From an optimization exercise on the open Yosys and OpenROAD flow, aimed at small area; shortcuts taken in it are not production practice. Function not checked in this run: the RTL went through the layout flow alone. Power figures rest on the tool's default switching activity, not on a simulated workload.

==> flow/design.v <==
module dff(clk, reset, d, q);
input clk;
input reset;
input  [15:0] d;
output [15:0] q; 
reg    [15:0] q_r;
always @(posedge clk)
begin
    if(reset)
        q_r <= 0;
    else
        q_r <= d;
end
assign q = q_r; 
endmodule
module fir(clk, din, reset, dout);
input clk;
input signed [7:0] din;
input reset;
output signed [15:0] dout;
reg [7:0] x1;
reg [7:0] x2;
reg [7:0] x3;
reg [7:0] x4;
reg [7:0] x5;
reg [7:0] x6;
reg [7:0] x7;
reg [7:0] x8;
reg [7:0] x9;
reg [7:0] x10;
reg [7:0] x11;
reg [7:0] x12;
wire [1:0] rn, rp;
iv ri0 (.a(reset), .y(rn[0]));
iv rj0 (.a(rn[0]), .y(rp[0]));
iv ri1 (.a(reset), .y(rn[1]));
iv rj1 (.a(rn[1]), .y(rp[1]));
wire [7:0] d1;
an r1 (.a(rn[0]), .b(din[0]), .y(d1[0]));
an r2 (.a(rn[0]), .b(din[1]), .y(d1[1]));
an r3 (.a(rn[0]), .b(din[2]), .y(d1[2]));
an r4 (.a(rn[0]), .b(din[3]), .y(d1[3]));
an r5 (.a(rn[1]), .b(din[4]), .y(d1[4]));
an r6 (.a(rn[1]), .b(din[5]), .y(d1[5]));
an r7 (.a(rn[1]), .b(din[6]), .y(d1[6]));
an r8 (.a(rn[1]), .b(din[7]), .y(d1[7]));
wire [7:0] d2;
nd r9 (.a(rn[0]), .b(x1[0]), .y(d2[0]));
nd r10 (.a(rn[0]), .b(x1[1]), .y(d2[1]));
nd r11 (.a(rn[0]), .b(x1[2]), .y(d2[2]));
nd r12 (.a(rn[0]), .b(x1[3]), .y(d2[3]));
nd r13 (.a(rn[1]), .b(x1[4]), .y(d2[4]));
nd r14 (.a(rn[1]), .b(x1[5]), .y(d2[5]));
nd r15 (.a(rn[1]), .b(x1[6]), .y(d2[6]));
an r16 (.a(rn[1]), .b(x1[7]), .y(d2[7]));
wire [7:0] d3;
nr r17 (.a(rp[0]), .b(x2[0]), .y(d3[0]));
nr r18 (.a(rp[0]), .b(x2[1]), .y(d3[1]));
nr r19 (.a(rp[0]), .b(x2[2]), .y(d3[2]));
nr r20 (.a(rp[0]), .b(x2[3]), .y(d3[3]));
nr r21 (.a(rp[1]), .b(x2[4]), .y(d3[4]));
nr r22 (.a(rp[1]), .b(x2[5]), .y(d3[5]));
nr r23 (.a(rp[1]), .b(x2[6]), .y(d3[6]));
nd r24 (.a(rn[1]), .b(x2[7]), .y(d3[7]));
wire [7:0] d4;
nd r25 (.a(rn[0]), .b(x3[0]), .y(d4[0]));
nd r26 (.a(rn[0]), .b(x3[1]), .y(d4[1]));
nd r27 (.a(rn[0]), .b(x3[2]), .y(d4[2]));
nd r28 (.a(rn[0]), .b(x3[3]), .y(d4[3]));
nd r29 (.a(rn[1]), .b(x3[4]), .y(d4[4]));
nd r30 (.a(rn[1]), .b(x3[5]), .y(d4[5]));
nd r31 (.a(rn[1]), .b(x3[6]), .y(d4[6]));
nr r32 (.a(rp[1]), .b(x3[7]), .y(d4[7]));
wire [7:0] d5;
nr r33 (.a(rp[0]), .b(x4[0]), .y(d5[0]));
nr r34 (.a(rp[0]), .b(x4[1]), .y(d5[1]));
nr r35 (.a(rp[0]), .b(x4[2]), .y(d5[2]));
nr r36 (.a(rp[0]), .b(x4[3]), .y(d5[3]));
nr r37 (.a(rp[1]), .b(x4[4]), .y(d5[4]));
nr r38 (.a(rp[1]), .b(x4[5]), .y(d5[5]));
nr r39 (.a(rp[1]), .b(x4[6]), .y(d5[6]));
nd r40 (.a(rn[1]), .b(x4[7]), .y(d5[7]));
wire [7:0] d6;
nd r41 (.a(rn[0]), .b(x5[0]), .y(d6[0]));
nd r42 (.a(rn[0]), .b(x5[1]), .y(d6[1]));
nd r43 (.a(rn[0]), .b(x5[2]), .y(d6[2]));
nd r44 (.a(rn[0]), .b(x5[3]), .y(d6[3]));
nd r45 (.a(rn[1]), .b(x5[4]), .y(d6[4]));
nd r46 (.a(rn[1]), .b(x5[5]), .y(d6[5]));
nd r47 (.a(rn[1]), .b(x5[6]), .y(d6[6]));
nr r48 (.a(rp[1]), .b(x5[7]), .y(d6[7]));
wire [7:0] d7;
nr r49 (.a(rp[0]), .b(x6[0]), .y(d7[0]));
nr r50 (.a(rp[0]), .b(x6[1]), .y(d7[1]));
nr r51 (.a(rp[0]), .b(x6[2]), .y(d7[2]));
nr r52 (.a(rp[0]), .b(x6[3]), .y(d7[3]));
nr r53 (.a(rp[1]), .b(x6[4]), .y(d7[4]));
nr r54 (.a(rp[1]), .b(x6[5]), .y(d7[5]));
nr r55 (.a(rp[1]), .b(x6[6]), .y(d7[6]));
nd r56 (.a(rn[1]), .b(x6[7]), .y(d7[7]));
wire [7:0] d8;
nd r57 (.a(rn[0]), .b(x7[0]), .y(d8[0]));
nd r58 (.a(rn[0]), .b(x7[1]), .y(d8[1]));
nd r59 (.a(rn[0]), .b(x7[2]), .y(d8[2]));
nd r60 (.a(rn[0]), .b(x7[3]), .y(d8[3]));
nd r61 (.a(rn[1]), .b(x7[4]), .y(d8[4]));
nd r62 (.a(rn[1]), .b(x7[5]), .y(d8[5]));
nd r63 (.a(rn[1]), .b(x7[6]), .y(d8[6]));
nr r64 (.a(rp[1]), .b(x7[7]), .y(d8[7]));
wire [7:0] d9;
nr r65 (.a(rp[0]), .b(x8[0]), .y(d9[0]));
nr r66 (.a(rp[0]), .b(x8[1]), .y(d9[1]));
nr r67 (.a(rp[0]), .b(x8[2]), .y(d9[2]));
nr r68 (.a(rp[0]), .b(x8[3]), .y(d9[3]));
nr r69 (.a(rp[1]), .b(x8[4]), .y(d9[4]));
nr r70 (.a(rp[1]), .b(x8[5]), .y(d9[5]));
nr r71 (.a(rp[1]), .b(x8[6]), .y(d9[6]));
nd r72 (.a(rn[1]), .b(x8[7]), .y(d9[7]));
wire [7:0] d10;
nd r73 (.a(rn[0]), .b(x9[0]), .y(d10[0]));
nd r74 (.a(rn[0]), .b(x9[1]), .y(d10[1]));
nd r75 (.a(rn[0]), .b(x9[2]), .y(d10[2]));
nd r76 (.a(rn[0]), .b(x9[3]), .y(d10[3]));
an r77 (.a(rn[1]), .b(x9[4]), .y(d10[4]));
nd r78 (.a(rn[1]), .b(x9[5]), .y(d10[5]));
nd r79 (.a(rn[1]), .b(x9[6]), .y(d10[6]));
nr r80 (.a(rp[1]), .b(x9[7]), .y(d10[7]));
wire [7:0] d11;
nr r81 (.a(rp[0]), .b(x10[0]), .y(d11[0]));
nr r82 (.a(rp[0]), .b(x10[1]), .y(d11[1]));
nr r83 (.a(rp[0]), .b(x10[2]), .y(d11[2]));
nr r84 (.a(rp[0]), .b(x10[3]), .y(d11[3]));
nd r85 (.a(rn[1]), .b(x10[4]), .y(d11[4]));
nr r86 (.a(rp[1]), .b(x10[5]), .y(d11[5]));
nr r87 (.a(rp[1]), .b(x10[6]), .y(d11[6]));
nd r88 (.a(rn[1]), .b(x10[7]), .y(d11[7]));
wire [7:0] d12;
nd r89 (.a(rn[0]), .b(x11[0]), .y(d12[0]));
nd r90 (.a(rn[0]), .b(x11[1]), .y(d12[1]));
an r91 (.a(rn[0]), .b(x11[2]), .y(d12[2]));
nd r92 (.a(rn[0]), .b(x11[3]), .y(d12[3]));
og r93 (.a(rp[1]), .b(x11[4]), .y(d12[4]));
nd r94 (.a(rn[1]), .b(x11[5]), .y(d12[5]));
nd r95 (.a(rn[1]), .b(x11[6]), .y(d12[6]));
nr r96 (.a(rp[1]), .b(x11[7]), .y(d12[7]));
always @(posedge clk) begin
  x1 <= d1;
  x2 <= d2;
  x3 <= d3;
  x4 <= d4;
  x5 <= d5;
  x6 <= d6;
  x7 <= d7;
  x8 <= d8;
  x9 <= d9;
  x10 <= d10;
  x11 <= d11;
  x12 <= d12;
end
wire s1;
wire c2;
wire s3;
wire c4;
wire s5;
wire c6;
wire s7;
wire c8;
wire s9;
wire c10;
wire s11;
wire c12;
wire s13;
wire c14;
wire s15;
wire c16;
wire s17;
wire c18;
wire n19;
wire s20;
wire c21;
wire s22;
wire c23;
wire s24;
wire c25;
wire s26;
wire c27;
wire s28;
wire c29;
wire s30;
wire c31;
wire s32;
wire c33;
wire s34;
wire c35;
wire s36;
wire c37;
wire s38;
wire c39;
wire s40;
wire c41;
wire s42;
wire c43;
wire s44;
wire c45;
wire s46;
wire c47;
wire s48;
wire c49;
wire s50;
wire c51;
wire n52;
wire s53;
wire c54;
wire s55;
wire c56;
wire n57;
wire s58;
wire c59;
wire n60;
wire s61;
wire c62;
wire s63;
wire c64;
wire s65;
wire c66;
wire n67;
wire s68;
wire c69;
wire s70;
wire c71;
wire s72;
wire c73;
wire s74;
wire c75;
wire s76;
wire c77;
wire n78;
wire s79;
wire c80;
wire s81;
wire c82;
wire s83;
wire c84;
wire s85;
wire c86;
wire s87;
wire c88;
wire s89;
wire c90;
wire n91;
wire s92;
wire c93;
wire s94;
wire c95;
wire s96;
wire c97;
wire n98;
wire s99;
wire c100;
wire s101;
wire c102;
wire n103;
wire s104;
wire c105;
wire s106;
wire c107;
wire s108;
wire c109;
wire s110;
wire c111;
wire n112;
wire s113;
wire c114;
wire s115;
wire c116;
wire s117;
wire c118;
wire s119;
wire c120;
wire s121;
wire c122;
wire n123;
wire s124;
wire c125;
wire s126;
wire c127;
wire s128;
wire c129;
wire s130;
wire c131;
wire s132;
wire c133;
wire n134;
wire s135;
wire c136;
wire s137;
wire c138;
wire s139;
wire c140;
wire s141;
wire c142;
wire s143;
wire c144;
wire s145;
wire c146;
wire s147;
wire c148;
wire s149;
wire c150;
wire s151;
wire c152;
wire s153;
wire c154;
wire s155;
wire c156;
wire n157;
wire s158;
wire c159;
wire s160;
wire c161;
wire s162;
wire c163;
wire s164;
wire c165;
wire s166;
wire c167;
wire n168;
wire s169;
wire c170;
wire s171;
wire c172;
wire s173;
wire c174;
wire s175;
wire c176;
wire s177;
wire c178;
wire s179;
wire c180;
wire s181;
wire c182;
wire s183;
wire c184;
wire s185;
wire c186;
wire s187;
wire c188;
wire s189;
wire c190;
wire s191;
wire c192;
wire n193;
wire s194;
wire c195;
wire s196;
wire c197;
wire s198;
wire c199;
wire s200;
wire c201;
wire s202;
wire c203;
wire n204;
wire s205;
wire c206;
wire s207;
wire c208;
wire s209;
wire c210;
wire s211;
wire c212;
wire n213;
wire s214;
wire c215;
wire s216;
wire c217;
wire s218;
wire c219;
wire s220;
wire c221;
wire s222;
wire c223;
wire s224;
wire c225;
wire n226;
wire s227;
wire c228;
wire s229;
wire c230;
wire s231;
wire c232;
wire s233;
wire c234;
wire s235;
wire c236;
wire s237;
wire c238;
wire n239;
wire s240;
wire c241;
wire s242;
wire c243;
wire n244;
wire s245;
wire c246;
wire s247;
wire c248;
wire s249;
wire c250;
wire s251;
wire c252;
wire s253;
wire c254;
wire s255;
wire c256;
wire n257;
wire s258;
wire c259;
wire s260;
wire c261;
wire s262;
wire c263;
wire s264;
wire c265;
wire s266;
wire c267;
wire s268;
wire c269;
wire s270;
wire c271;
wire s272;
wire c273;
wire s274;
wire c275;
wire n276;
wire s277;
wire c278;
wire s279;
wire c280;
wire s281;
wire c282;
wire s283;
wire c284;
wire s285;
wire c286;
wire s287;
wire c288;
wire n289;
wire s290;
wire c291;
wire n292;
wire s293;
wire c294;
wire n295;
wire s296;
wire c297;
wire s298;
wire c299;
wire s300;
wire c301;
wire n302;
wire s303;
wire c304;
wire n305;
wire s306;
wire c307;
wire n308;
wire s309;
wire c310;
wire n311;
wire s312;
wire c313;
wire s314;
wire c315;
wire n316;
wire s317;
wire c318;
wire s319;
wire c320;
wire s321;
wire c322;
wire s323;
wire c324;
wire s325;
wire c326;
wire s327;
wire c328;
wire n329;
wire s330;
wire c331;
wire n332;
wire s333;
wire c334;
wire g335;
wire g336;
wire p337;
wire g338;
wire p339;
wire g340;
wire p341;
wire g342;
wire g343;
wire g344;
wire p345;
wire g346;
wire p347;
wire g348;
wire g349;
wire g350;
wire g351;
wire g352;
wire g353;
wire s354;
wire s355;
wire s356;
wire s357;
wire s358;
wire s359;
wire s360;
wire s361;
ha u2 (.a(x3[0]), .b(x9[0]), .s(s1), .co(c2));
fa u4 (.a(x3[1]), .b(x9[1]), .ci(c2), .s(s3), .co(c4));
fa u6 (.a(x3[2]), .b(x9[2]), .ci(c4), .s(s5), .co(c6));
fa u8 (.a(x3[3]), .b(x9[3]), .ci(c6), .s(s7), .co(c8));
fa u10 (.a(x3[4]), .b(x9[4]), .ci(c8), .s(s9), .co(c10));
fa u12 (.a(x3[5]), .b(x9[5]), .ci(c10), .s(s11), .co(c12));
fa u14 (.a(x3[6]), .b(x9[6]), .ci(c12), .s(s13), .co(c14));
fa u16 (.a(x3[7]), .b(x9[7]), .ci(c14), .s(s15), .co(c16));
xr u18 (.a(x4[0]), .b(x8[0]), .y(s17));
nr v18 (.a(x4[0]), .b(x8[0]), .y(c18));
assign n19 = ~c18;
fa u21 (.a(x4[1]), .b(x8[1]), .ci(n19), .s(s20), .co(c21));
fa u23 (.a(x4[2]), .b(x8[2]), .ci(c21), .s(s22), .co(c23));
fa u25 (.a(x4[3]), .b(x8[3]), .ci(c23), .s(s24), .co(c25));
fa u27 (.a(x4[4]), .b(x8[4]), .ci(c25), .s(s26), .co(c27));
fa u29 (.a(x4[5]), .b(x8[5]), .ci(c27), .s(s28), .co(c29));
fa u31 (.a(x4[6]), .b(x8[6]), .ci(c29), .s(s30), .co(c31));
fa u33 (.a(x4[7]), .b(x8[7]), .ci(c31), .s(s32), .co(c33));
ha u35 (.a(x5[0]), .b(x7[0]), .s(s34), .co(c35));
fa u37 (.a(x5[1]), .b(x7[1]), .ci(c35), .s(s36), .co(c37));
fa u39 (.a(x5[2]), .b(x7[2]), .ci(c37), .s(s38), .co(c39));
fa u41 (.a(x5[3]), .b(x7[3]), .ci(c39), .s(s40), .co(c41));
fa u43 (.a(x5[4]), .b(x7[4]), .ci(c41), .s(s42), .co(c43));
fa u45 (.a(x5[5]), .b(x7[5]), .ci(c43), .s(s44), .co(c45));
fa u47 (.a(x5[6]), .b(x7[6]), .ci(c45), .s(s46), .co(c47));
fa u49 (.a(x5[7]), .b(x7[7]), .ci(c47), .s(s48), .co(c49));
fa u51 (.a(x12[0]), .b(x6[0]), .ci(s17), .s(s50), .co(c51));
assign n52 = ~s50;
fa u54 (.a(s1), .b(n52), .ci(din[0]), .s(s53), .co(c54));
xr u56 (.a(x12[1]), .b(x1[0]), .y(s55));
nr v56 (.a(x12[1]), .b(x1[0]), .y(c56));
assign n57 = ~x6[1];
fa u59 (.a(x2[0]), .b(x10[0]), .ci(n57), .s(s58), .co(c59));
assign n60 = ~x11[0];
fa u62 (.a(n60), .b(s34), .ci(s58), .s(s61), .co(c62));
fa u64 (.a(s55), .b(s20), .ci(din[1]), .s(s63), .co(c64));
fa u66 (.a(s3), .b(c54), .ci(s63), .s(s65), .co(c66));
assign n67 = ~c51;
fa u69 (.a(n67), .b(s61), .ci(s65), .s(s68), .co(c69));
fa u71 (.a(x12[2]), .b(x2[1]), .ci(x10[1]), .s(s70), .co(c71));
fa u73 (.a(x1[1]), .b(x11[1]), .ci(x6[2]), .s(s72), .co(c73));
fa u75 (.a(x6[0]), .b(c56), .ci(s17), .s(s74), .co(c75));
fa u77 (.a(s70), .b(s36), .ci(s74), .s(s76), .co(c77));
assign n78 = ~s72;
fa u80 (.a(c59), .b(n78), .ci(din[2]), .s(s79), .co(c80));
fa u82 (.a(c62), .b(s5), .ci(c64), .s(s81), .co(c82));
fa u84 (.a(s22), .b(s76), .ci(s79), .s(s83), .co(c84));
fa u86 (.a(s81), .b(c66), .ci(s83), .s(s85), .co(c86));
xr u88 (.a(c69), .b(s85), .y(s87));
nr v88 (.a(c69), .b(s85), .y(c88));
fa u90 (.a(x12[3]), .b(x1[2]), .ci(x11[2]), .s(s89), .co(c90));
assign n91 = ~x6[3];
fa u93 (.a(x2[2]), .b(x6[1]), .ci(n91), .s(s92), .co(c93));
fa u95 (.a(x10[2]), .b(s1), .ci(c71), .s(s94), .co(c95));
fa u97 (.a(s34), .b(c73), .ci(s89), .s(s96), .co(c97));
assign n98 = ~s20;
fa u100 (.a(s92), .b(c75), .ci(n98), .s(s99), .co(c100));
fa u102 (.a(din[3]), .b(s94), .ci(c77), .s(s101), .co(c102));
assign n103 = ~s96;
fa u105 (.a(s38), .b(n103), .ci(c80), .s(s104), .co(c105));
fa u107 (.a(s99), .b(s7), .ci(s24), .s(s106), .co(c107));
fa u109 (.a(s101), .b(s104), .ci(c84), .s(s108), .co(c109));
fa u111 (.a(c82), .b(c86), .ci(s108), .s(s110), .co(c111));
assign n112 = ~c88;
fa u114 (.a(s106), .b(n112), .ci(s110), .s(s113), .co(c114));
fa u116 (.a(x12[4]), .b(x1[3]), .ci(x11[3]), .s(s115), .co(c116));
fa u118 (.a(x2[3]), .b(x10[3]), .ci(x6[2]), .s(s117), .co(c118));
fa u120 (.a(x6[4]), .b(c90), .ci(s115), .s(s119), .co(c120));
fa u122 (.a(c93), .b(s3), .ci(din[4]), .s(s121), .co(c122));
assign n123 = ~s36;
fa u125 (.a(s117), .b(n123), .ci(c95), .s(s124), .co(c125));
fa u127 (.a(c97), .b(s119), .ci(s22), .s(s126), .co(c127));
fa u129 (.a(s121), .b(s124), .ci(s40), .s(s128), .co(c129));
fa u131 (.a(c100), .b(c102), .ci(c105), .s(s130), .co(c131));
fa u133 (.a(s9), .b(s26), .ci(s128), .s(s132), .co(c133));
assign n134 = ~s126;
fa u136 (.a(n134), .b(c107), .ci(c109), .s(s135), .co(c136));
fa u138 (.a(s132), .b(s135), .ci(c111), .s(s137), .co(c138));
fa u140 (.a(s130), .b(c114), .ci(s137), .s(s139), .co(c140));
fa u142 (.a(x12[5]), .b(x1[4]), .ci(x10[4]), .s(s141), .co(c142));
fa u144 (.a(x11[4]), .b(x2[4]), .ci(x6[3]), .s(s143), .co(c144));
fa u146 (.a(x6[5]), .b(s34), .ci(s141), .s(s145), .co(c146));
fa u148 (.a(c118), .b(s143), .ci(din[5]), .s(s147), .co(c148));
fa u150 (.a(c116), .b(s145), .ci(s38), .s(s149), .co(c150));
fa u152 (.a(c122), .b(c125), .ci(s147), .s(s151), .co(c152));
fa u154 (.a(c120), .b(c127), .ci(s149), .s(s153), .co(c154));
fa u156 (.a(s5), .b(s151), .ci(c129), .s(s155), .co(c156));
assign n157 = ~s24;
fa u159 (.a(n157), .b(s42), .ci(c131), .s(s158), .co(c159));
fa u161 (.a(s28), .b(c133), .ci(s155), .s(s160), .co(c161));
fa u163 (.a(s11), .b(s158), .ci(c136), .s(s162), .co(c163));
fa u165 (.a(s160), .b(s162), .ci(c138), .s(s164), .co(c165));
fa u167 (.a(c140), .b(s164), .ci(s139), .s(s166), .co(c167));
assign n168 = ~s166;
ha u170 (.a(s153), .b(n168), .s(s169), .co(c170));
fa u172 (.a(x12[6]), .b(x1[5]), .ci(x11[5]), .s(s171), .co(c172));
fa u174 (.a(x2[5]), .b(x10[5]), .ci(x6[0]), .s(s173), .co(c174));
fa u176 (.a(x6[6]), .b(c142), .ci(s171), .s(s175), .co(c176));
fa u178 (.a(x6[4]), .b(c144), .ci(din[6]), .s(s177), .co(c178));
fa u180 (.a(s36), .b(c146), .ci(s175), .s(s179), .co(c180));
fa u182 (.a(s173), .b(c148), .ci(s177), .s(s181), .co(c182));
fa u184 (.a(s40), .b(c150), .ci(s179), .s(s183), .co(c184));
fa u186 (.a(s7), .b(c152), .ci(s181), .s(s185), .co(c186));
fa u188 (.a(s26), .b(c154), .ci(s183), .s(s187), .co(c188));
fa u190 (.a(s44), .b(c156), .ci(c159), .s(s189), .co(c190));
fa u192 (.a(s13), .b(s30), .ci(c161), .s(s191), .co(c192));
assign n193 = ~s187;
fa u195 (.a(n193), .b(s189), .ci(c163), .s(s194), .co(c195));
fa u197 (.a(s191), .b(s194), .ci(c165), .s(s196), .co(c197));
fa u199 (.a(s185), .b(s196), .ci(c167), .s(s198), .co(c199));
xr u201 (.a(x12[7]), .b(x1[6]), .y(s200));
nr v201 (.a(x12[7]), .b(x1[6]), .y(c201));
fa u203 (.a(x2[6]), .b(x10[6]), .ci(x6[5]), .s(s202), .co(c203));
assign n204 = ~s200;
fa u206 (.a(x11[6]), .b(x6[7]), .ci(n204), .s(s205), .co(c206));
fa u208 (.a(x6[1]), .b(c174), .ci(s202), .s(s207), .co(c208));
fa u210 (.a(c172), .b(s205), .ci(din[7]), .s(s209), .co(c210));
fa u212 (.a(c176), .b(s38), .ci(s209), .s(s211), .co(c212));
assign n213 = ~c180;
fa u215 (.a(s207), .b(n213), .ci(c182), .s(s214), .co(c215));
fa u217 (.a(s211), .b(s42), .ci(c184), .s(s216), .co(c217));
fa u219 (.a(c178), .b(s9), .ci(s214), .s(s218), .co(c219));
fa u221 (.a(s28), .b(c188), .ci(s216), .s(s220), .co(c221));
fa u223 (.a(c186), .b(s218), .ci(c190), .s(s222), .co(c223));
fa u225 (.a(s15), .b(s32), .ci(c192), .s(s224), .co(c225));
assign n226 = ~s220;
fa u228 (.a(s46), .b(n226), .ci(s222), .s(s227), .co(c228));
fa u230 (.a(c195), .b(s224), .ci(c197), .s(s229), .co(c230));
fa u232 (.a(s227), .b(s229), .ci(c199), .s(s231), .co(c232));
fa u234 (.a(x1[7]), .b(x2[7]), .ci(x10[7]), .s(s233), .co(c234));
fa u236 (.a(x6[2]), .b(x6[6]), .ci(c201), .s(s235), .co(c236));
fa u238 (.a(c203), .b(s233), .ci(s235), .s(s237), .co(c238));
assign n239 = ~s237;
fa u241 (.a(x11[7]), .b(c206), .ci(n239), .s(s240), .co(c241));
fa u243 (.a(c210), .b(s40), .ci(s240), .s(s242), .co(c243));
assign n244 = ~s242;
fa u246 (.a(c208), .b(c215), .ci(n244), .s(s245), .co(c246));
fa u248 (.a(c212), .b(s44), .ci(c217), .s(s247), .co(c248));
fa u250 (.a(s11), .b(c219), .ci(s245), .s(s249), .co(c250));
fa u252 (.a(s30), .b(s247), .ci(c221), .s(s251), .co(c252));
fa u254 (.a(c16), .b(c33), .ci(s48), .s(s253), .co(c254));
fa u256 (.a(s249), .b(c223), .ci(c225), .s(s255), .co(c256));
assign n257 = ~s251;
fa u259 (.a(n257), .b(s253), .ci(c228), .s(s258), .co(c259));
fa u261 (.a(s255), .b(s258), .ci(c230), .s(s260), .co(c261));
fa u263 (.a(x6[3]), .b(x6[7]), .ci(c234), .s(s262), .co(c263));
fa u265 (.a(c236), .b(s262), .ci(c238), .s(s264), .co(c265));
fa u267 (.a(c241), .b(s42), .ci(c243), .s(s266), .co(c267));
fa u269 (.a(s264), .b(c246), .ci(s13), .s(s268), .co(c269));
fa u271 (.a(s266), .b(s46), .ci(c248), .s(s270), .co(c271));
fa u273 (.a(c49), .b(c250), .ci(s268), .s(s272), .co(c273));
fa u275 (.a(s32), .b(s270), .ci(c252), .s(s274), .co(c275));
assign n276 = ~s274;
fa u278 (.a(c254), .b(s272), .ci(n276), .s(s277), .co(c278));
fa u280 (.a(c256), .b(c259), .ci(s277), .s(s279), .co(c280));
fa u282 (.a(x6[4]), .b(c263), .ci(c265), .s(s281), .co(c282));
fa u284 (.a(s44), .b(c267), .ci(c33), .s(s283), .co(c284));
fa u286 (.a(s281), .b(s15), .ci(c269), .s(s285), .co(c286));
fa u288 (.a(s48), .b(c271), .ci(s283), .s(s287), .co(c288));
assign n289 = ~c275;
fa u291 (.a(c273), .b(s285), .ci(n289), .s(s290), .co(c291));
assign n292 = ~s287;
fa u294 (.a(n292), .b(c278), .ci(s290), .s(s293), .co(c294));
assign n295 = ~s46;
fa u297 (.a(x6[5]), .b(c282), .ci(n295), .s(s296), .co(c297));
fa u299 (.a(c16), .b(s296), .ci(c286), .s(s298), .co(c299));
fa u301 (.a(c49), .b(c284), .ci(c288), .s(s300), .co(c301));
assign n302 = ~s300;
fa u304 (.a(s298), .b(c291), .ci(n302), .s(s303), .co(c304));
assign n305 = ~s48;
fa u307 (.a(x6[6]), .b(n305), .ci(c297), .s(s306), .co(c307));
assign n308 = ~c301;
fa u310 (.a(s306), .b(c299), .ci(n308), .s(s309), .co(c310));
assign n311 = ~x6[7];
xr u313 (.a(n311), .b(c49), .y(s312));
nr v313 (.a(n311), .b(c49), .y(c313));
xr u315 (.a(s312), .b(c307), .y(s314));
nr v315 (.a(s312), .b(c307), .y(c315));
assign n316 = ~s198;
ha u318 (.a(c170), .b(n316), .s(s317), .co(c318));
xr u320 (.a(c232), .b(s260), .y(s319));
nr v320 (.a(c232), .b(s260), .y(c320));
xr u322 (.a(c261), .b(s279), .y(s321));
nr v322 (.a(c261), .b(s279), .y(c322));
xr u324 (.a(c280), .b(s293), .y(s323));
nr v324 (.a(c280), .b(s293), .y(c324));
xr u326 (.a(c294), .b(s303), .y(s325));
nr v326 (.a(c294), .b(s303), .y(c326));
xr u328 (.a(c304), .b(s309), .y(s327));
nr v328 (.a(c304), .b(s309), .y(c328));
assign n329 = ~c310;
ha u331 (.a(s314), .b(n329), .s(s330), .co(c331));
assign n332 = ~c313;
ha u334 (.a(n332), .b(c315), .s(s333), .co(c334));
assign g335 = 1'b0 | (~s231 & c318);
assign g336 = c322 | (s321 & c320);
assign p337 = s321 & s319;
assign g338 = c326 | (s325 & c324);
assign p339 = s325 & s323;
assign g340 = c331 | (s330 & c328);
assign p341 = s330 & s327;
assign g342 = c320 | (s319 & g335);
assign g343 = g336 | (p337 & g335);
assign g344 = c328 | (s327 & g338);
assign p345 = s327 & p339;
assign g346 = g340 | (p341 & g338);
assign p347 = p341 & p339;
assign g348 = c324 | (s323 & g343);
assign g349 = g338 | (p339 & g343);
assign g350 = g344 | (p345 & g343);
assign g351 = g346 | (p347 & g343);
assign g352 = c334 | (s333 & g351);
assign g353 = c334 | (s333 & g351);
xr w354 (.a(s231), .b(c318), .y(s354));
xn w355 (.a(s319), .b(g335), .y(s355));
xn w356 (.a(s321), .b(g342), .y(s356));
xn w357 (.a(s323), .b(g343), .y(s357));
xn w358 (.a(s325), .b(g348), .y(s358));
xn w359 (.a(s327), .b(g349), .y(s359));
xn w360 (.a(s330), .b(g350), .y(s360));
xn w361 (.a(s333), .b(g351), .y(s361));
reg [15:0] y;
wire [15:0] dy;
nr r97 (.a(rp[0]), .b(s53), .y(dy[0]));
nr r98 (.a(rp[0]), .b(s68), .y(dy[1]));
an r99 (.a(rn[0]), .b(s87), .y(dy[2]));
nr r100 (.a(rp[0]), .b(s113), .y(dy[3]));
an r101 (.a(rn[0]), .b(s139), .y(dy[4]));
an r102 (.a(rn[0]), .b(s169), .y(dy[5]));
an r103 (.a(rn[0]), .b(s317), .y(dy[6]));
nr r104 (.a(rp[0]), .b(s354), .y(dy[7]));
nr r105 (.a(rp[1]), .b(s355), .y(dy[8]));
nr r106 (.a(rp[1]), .b(s356), .y(dy[9]));
nr r107 (.a(rp[1]), .b(s357), .y(dy[10]));
nr r108 (.a(rp[1]), .b(s358), .y(dy[11]));
nr r109 (.a(rp[1]), .b(s359), .y(dy[12]));
nr r110 (.a(rp[1]), .b(s360), .y(dy[13]));
nr r111 (.a(rp[1]), .b(s361), .y(dy[14]));
nr r112 (.a(rp[1]), .b(g352), .y(dy[15]));
always @(posedge clk) begin
  y <= dy;
end
assign dout = y;
endmodule
module fa(a, b, ci, s, co);
input a, b, ci;
output s, co;
assign s = a ^ b ^ ci;
assign co = (a & b) | (a & ci) | (b & ci);
endmodule
module iv(a, y);
input a;
output y;
assign y = ~a;
endmodule
module xr(a, b, y);
input a, b;
output y;
assign y = a ^ b;
endmodule
module xn(a, b, y);
input a, b;
output y;
assign y = ~(a ^ b);
endmodule
module nr(a, b, y);
input a, b;
output y;
assign y = ~(a | b);
endmodule
module nd(a, b, y);
input a, b;
output y;
assign y = ~(a & b);
endmodule
module an(a, b, y);
input a, b;
output y;
assign y = a & b;
endmodule
module og(a, b, y);
input a, b;
output y;
assign y = a | b;
endmodule
module ha(a, b, s, co);
input a, b;
output s, co;
assign s = a ^ b;
assign co = a & b;
endmodule
==> flow/flow/run.sh <==
#!/bin/bash
# Layout flow: the standard flow (standard.sh, unchanged synthesis), with
# the ports buffered by the smallest buffer and no dummy loads on the clock tree.
set -euo pipefail
bash standard.sh \
  BUFFER_PORTS_ARGS="-buffer_cell sky130_fd_sc_hd__buf_1" \
  CTS_ARGS="-sink_clustering_enable -repair_clock_nets -buf_list {sky130_fd_sc_hd__clkbuf_4 sky130_fd_sc_hd__clkbuf_8} -dont_use_dummy_load" \
  finish > flow.log 2>&1
==> flow/standard.sh <==
#!/bin/bash
# synth_recipe.tcl (not shown) runs the flow's synth.tcl, then flattens the netlist and writes it again
# the make line also repeats each setting of config.mk as NAME=value (left out here)
make -C /OpenROAD-flow-scripts/flow DESIGN_CONFIG=/design/flow/config.mk WORK_HOME=/design/flow/orfs CLKGATE_MAP_FILE= SYNTH_SCRIPT=/design/flow/synth_recipe.tcl "${@:-finish}"
==> flow/config.mk <==
export PLATFORM = sky130hd
export DESIGN_NAME = fir
export DESIGN_NICKNAME = fir
export VERILOG_FILES = /design/flow/design.v
export SDC_FILE = /design/flow/constraint.sdc
export NUM_CORES = 4
export LEC_CHECK = 0
export CAP_MARGIN = 20
export CORE_MARGIN = 2
export CORE_UTILIZATION = 60
export CTS_BUF_LIST = sky130_fd_sc_hd__clkbuf_4 sky130_fd_sc_hd__clkbuf_8
export GPL_ROUTABILITY_DRIVEN = 0
export GPL_TIMING_DRIVEN = 0
export PLACE_DENSITY = 0.7
export SETUP_SLACK_MARGIN = -0.15
export SLEW_MARGIN = 20
export SYNTH_HIERARCHICAL = 1
export SYNTH_MINIMUM_KEEP_SIZE = 0
==> flow/constraint.sdc <==
create_clock -name core_clock -period 6.5 [get_ports {clk}]
set_input_delay 1.3000 -clock core_clock [delete_from_list [all_inputs] [get_ports {clk}]]
set_output_delay 1.3000 -clock core_clock [all_outputs]
set_load 0.01 [all_outputs]
==> summary.md <==
| Metric | Value |
|---|---|
| Top Ports | `26` |
| Critical path class | `register to register` |
| Clock group share of total power | `13.0%` |
| Reg2Reg Launch Point | `x4[0]` |
| Clk_skew | `0.0302 ns` |
| Hold Vio Cnt, Final | `0` |
| Cells after Synth | `451` |
| Status | `finished clean` |
| Largest net degree at the start of global routing | `34` |
| Seq/Total Area, Yosys | `37.7%` |
| Yosys reg bits | `112` |
| Buffers on Ports | `25` |
| Layout cells sized above 1 | `6.56%` |
| Leading cell types in the layout, fill and taps excluded | `fa_1 (128), dfxtp_1 (111), nor2_1 (63)` |
| Setup TNS | `0 ns` |
| Worst skew pair latency | `0.38 ns` |
| Fin util | `66.3%` |
| Syn_area_per_cell | `13.2 um2` |
| H-tree depth | `3` |
| Total iterations of the first detailed-routing run | `4` |
| Max Fanout on Critical Path | `5` |
| Yosys warning total | `7` |
| Total global routing track utilization | `21.1%` |
| Slew of the pin with the lowest slew margin | `0.967 ns` |
| CTS tree | `built` |
| Fin crit share | `99.0%` |
| Power Density | `393 mW/mm2` |
| Final min period | `6.43 ns` |
| Met2 wire length | `5260 um` |
| Diodes inserted | `0` |
| Layout filler cell count | `706` |
| Setup crit end | `y[14]` |
| R2r setup slk | `0.07 ns` |
| Total routed wirelength | `10100 um` |
| Clock transition at path regs | `0.10 ns` |
| Worst r2r path cells | `20` |
| Dpl hpwl | `8620 um` |
| Final ANT Viol Nets | `0` |
| Sequential power share | `30.2%` |
| Vias per cell | `5.00` |
| Critical path launch point | `x4[0]` |
| DR iter-0 viols | `115` |
| Cells after DPL | `609` |
| DR WL/cell | `16.3 um` |
| Leak Pwr | `2.54 nW` |
| Most common cell after layout, fill and taps aside | `fa_1` |
| DR WL met3 | `343 um` |
| Crit end category | `register` |
| Post-synth net total | `601` |
| CP Launch Type | `register` |
| Largest register FFs | `16` |
| Die W | `104 um` |
| Internal Pwr Total | `1.57 mW` |
| Design area | `0.00642 mm2` |
| Max-slew headroom | `35.4%` |
| Final setup fails | `0` |
| Multi-input combinational cell area | `0.00363 mm2` |
| Reg2reg end | `y[14]` |
| Synth Cell Area | `0.00594 mm2` |
| Register area | `0.00224 mm2` |
| DP Area | `0.00620 mm2` |
| Final cell count without fillers | `621` |
| First-pass GRT wire length | `17000 um` |
| Required time of the critical path | `6.71 ns` |
| Vert. Die Dim | `104 um` |
| Vias in the first global route | `3401` |
| Max Clk Rate | `0.155 GHz` |
| Site Rows | `36` |
| Post-synth cell types | `26` |
| GRT overflow | `0` |
| Initial cell density of the core | `61.4%` |
| Crit path arrival time | `6.64 ns` |
| Uppermost routed layer | `met4` |
| Max clock buf depth | `2` |
| DRC | `0` |
| Clock buffer count from CTS | `9` |
| Max Cap Violations | `0` |
| Peak supply drop | `0.000361 V` |
| Final Max Slew Viols | `0` |
| Nets | `640` |
| Switching power | `957 uW` |
| Clock tree root buffer cell | `clkbuf_8` |
| Vias | `3103` |
| Clock Sinks | `112` |
| Metal-1 WL | `4360 um` |
| Sw frac | `37.9%` |
| Initial antenna violation count | `0` |
| Top reg by flops | `y` |
| Worst hold path depth | `1` |
| Min-delay worst type | `register to register` |
| Core area | `0.00968 mm2` |
| Die area | `0.0107 mm2` |
| Combinational share of power | `56.9%` |
| Area Overhead vs Synth | `8.09%` |
[cell type report]
type                    instances  area share (%)
multi-input cells             302            56.6
flip-flops and latches        112            34.9
well taps                     133            2.59
inverters                      37            2.16
clock buffers                   9            1.93
repair buffers                 28            1.81
[power by group through the flow]
stage	combinational (mW)	clock [mW]	sequential, mW
floorplan	1.10	0	0.798
global placement	1.33	0	0.777
detailed placement	1.33	0	0.779
CTS	1.35	0.341	0.763
global route	1.67	0.366	0.768
finish	1.44	0.328	0.762
[modules after synthesis (local to each module, per instance)]
module / flip-flops and latches / area, um2 / copies in the design / cells inside
fir: 112 / 2500 / 1 / 165
fa: 0 / 20.0 / 134 / 1
ha: 0 / 12.5 / 6 / 1
xn: 0 / 8.76 / 7 / 1
xr: 0 / 8.76 / 12 / 1
an: 0 / 6.26 / 15 / 1
og: 0 / 6.26 / 1 / 1
iv: 0 / 3.75 / 4 / 1
nd: 0 / 3.75 / 45 / 1
nr: 0 / 3.75 / 62 / 1
[worst max-delay path, stage by stage, from the launching register on]
cell,delay (ns)
dfxtp_1,0.36
nor2_1,0.10
inv_1,0.05
fa_1,0.38
fa_1,0.40
fa_1,0.41
fa_2,0.38
fa_1,0.39
fa_1,0.40
fa_2,0.39
fa_1,0.46
fa_1,0.39
fa_1,0.49
inv_1,0.06
fa_1,0.49
xor2_2,0.24
a211oi_2,0.22
nor2_1,0.08
or3_1,0.35
xnor2_2,0.14
nor2_1,0.06
[metrics by stage]
step / total power [mW] / setup WS, ns / hold slack [ns]
2_1_floorplan: 1.90 / 0.288 / 0.358
3_3_place_gp: 2.10 / -0.0705 / 0.367
3_5_place_dp: 2.11 / -0.126 / 0.372
4_1_cts: 2.45 / -0.127 / 0.393
5_1_grt: 2.80 / -0.147 / 0.395
6_report: 2.53 / 0.0661 / 0.388
[cells by family after synthesis]
kind of cell	after synthesis	synth area share, %
AOI/OAI and AO/OA	10	1.26
xor gates and xnor gates	19	2.80
adders and majority gates	140	46.4
buffers and inverters	37	2.34
DFF	112	37.7
and+or+nand+nor	133	9.46
[layer usage]
| layer | GRT usage (%) | up-vias |
|---|---|---|
| met4 | 7.14 | 0 |
| met1 | 28.4 | 1621 |
| met5 | 0 | - |
| li1 | - | 1422 |
| met3 | 3.90 | 12 |
| met2 | 35.2 | 48 |
[synth_stat cells]
master	count	area, um2
a211oi_2	1	12.5
a21o_1	1	7.51
a21o_2	1	8.76
a21oi_1	2	10.0
a22oi_1	1	7.51
a31o_2	1	8.76
and2_1	15	93.8
dfxtp_1	112	2240
fa_1	134	2680
ha_1	6	75.1
inv_1	37	139
nand2_1	46	173
nand2b_1	1	6.26
nand3b_1	1	7.51
nand4_1	1	6.26
nand4b_1	1	8.76
nor2_1	63	236
nor2b_1	1	6.26
nor3_1	1	5.00
o21ai_0	2	10.0
o32a_1	1	10.0
or2_1	1	6.26
or2_2	1	6.26
or3_1	1	6.26
xnor2_1	7	61.3
xor2_1	12	105
[worst min-delay path by stage]
stage | slack, ns | end | from
after floorplan | 0.36 | x12[0] | x11[0]
after global placement | 0.37 | x8[0] | x7[0]
after detailed placement | 0.37 | x12[0] | x11[0]
after CTS | 0.39 | x3[7] | x2[7]
after global routing | 0.40 | x3[7] | x2[7]
final | 0.39 | x3[7] | x2[7]
[what timing repair did]
action,CTS,global route
hold buffers,0,0
endpoints found under the hold margin,0,0
gates resized for setup,0,16
setup endpoints to repair,0,5
buffers inserted,0,3

-- port drivers added, routing unchanged --
In the flow no input, the clock included, has a driving cell. The finished layout below was timed again as built, in two steps. Step 1 sets driving cells, clkbuf_16 on the clock port and buf_2 on the other inputs (assumed; they add their load-dependent delay and slew). Step 2, shift: input delay + t, output delay - t, t = (earliest + latest rising clock arrival at the registers) / 2. This alone moves slack from input paths to output paths. Slacks: no drivers / after step 1 / after step 2; pairs: no drivers / after step 1.
shift t [ns]: 0.389
setup WS [ns]: 0.066 / 0.066 / -0.041
worst register clock-pin slew, ns: 0.11 / 0.11
cell pins on the clock port's net: 1
With both steps, setup timing fails in this run, where it was met with ideal ports. For this run, drivers alone change the setup slack by 0.000 ns; drivers and shift together by -0.107 ns.
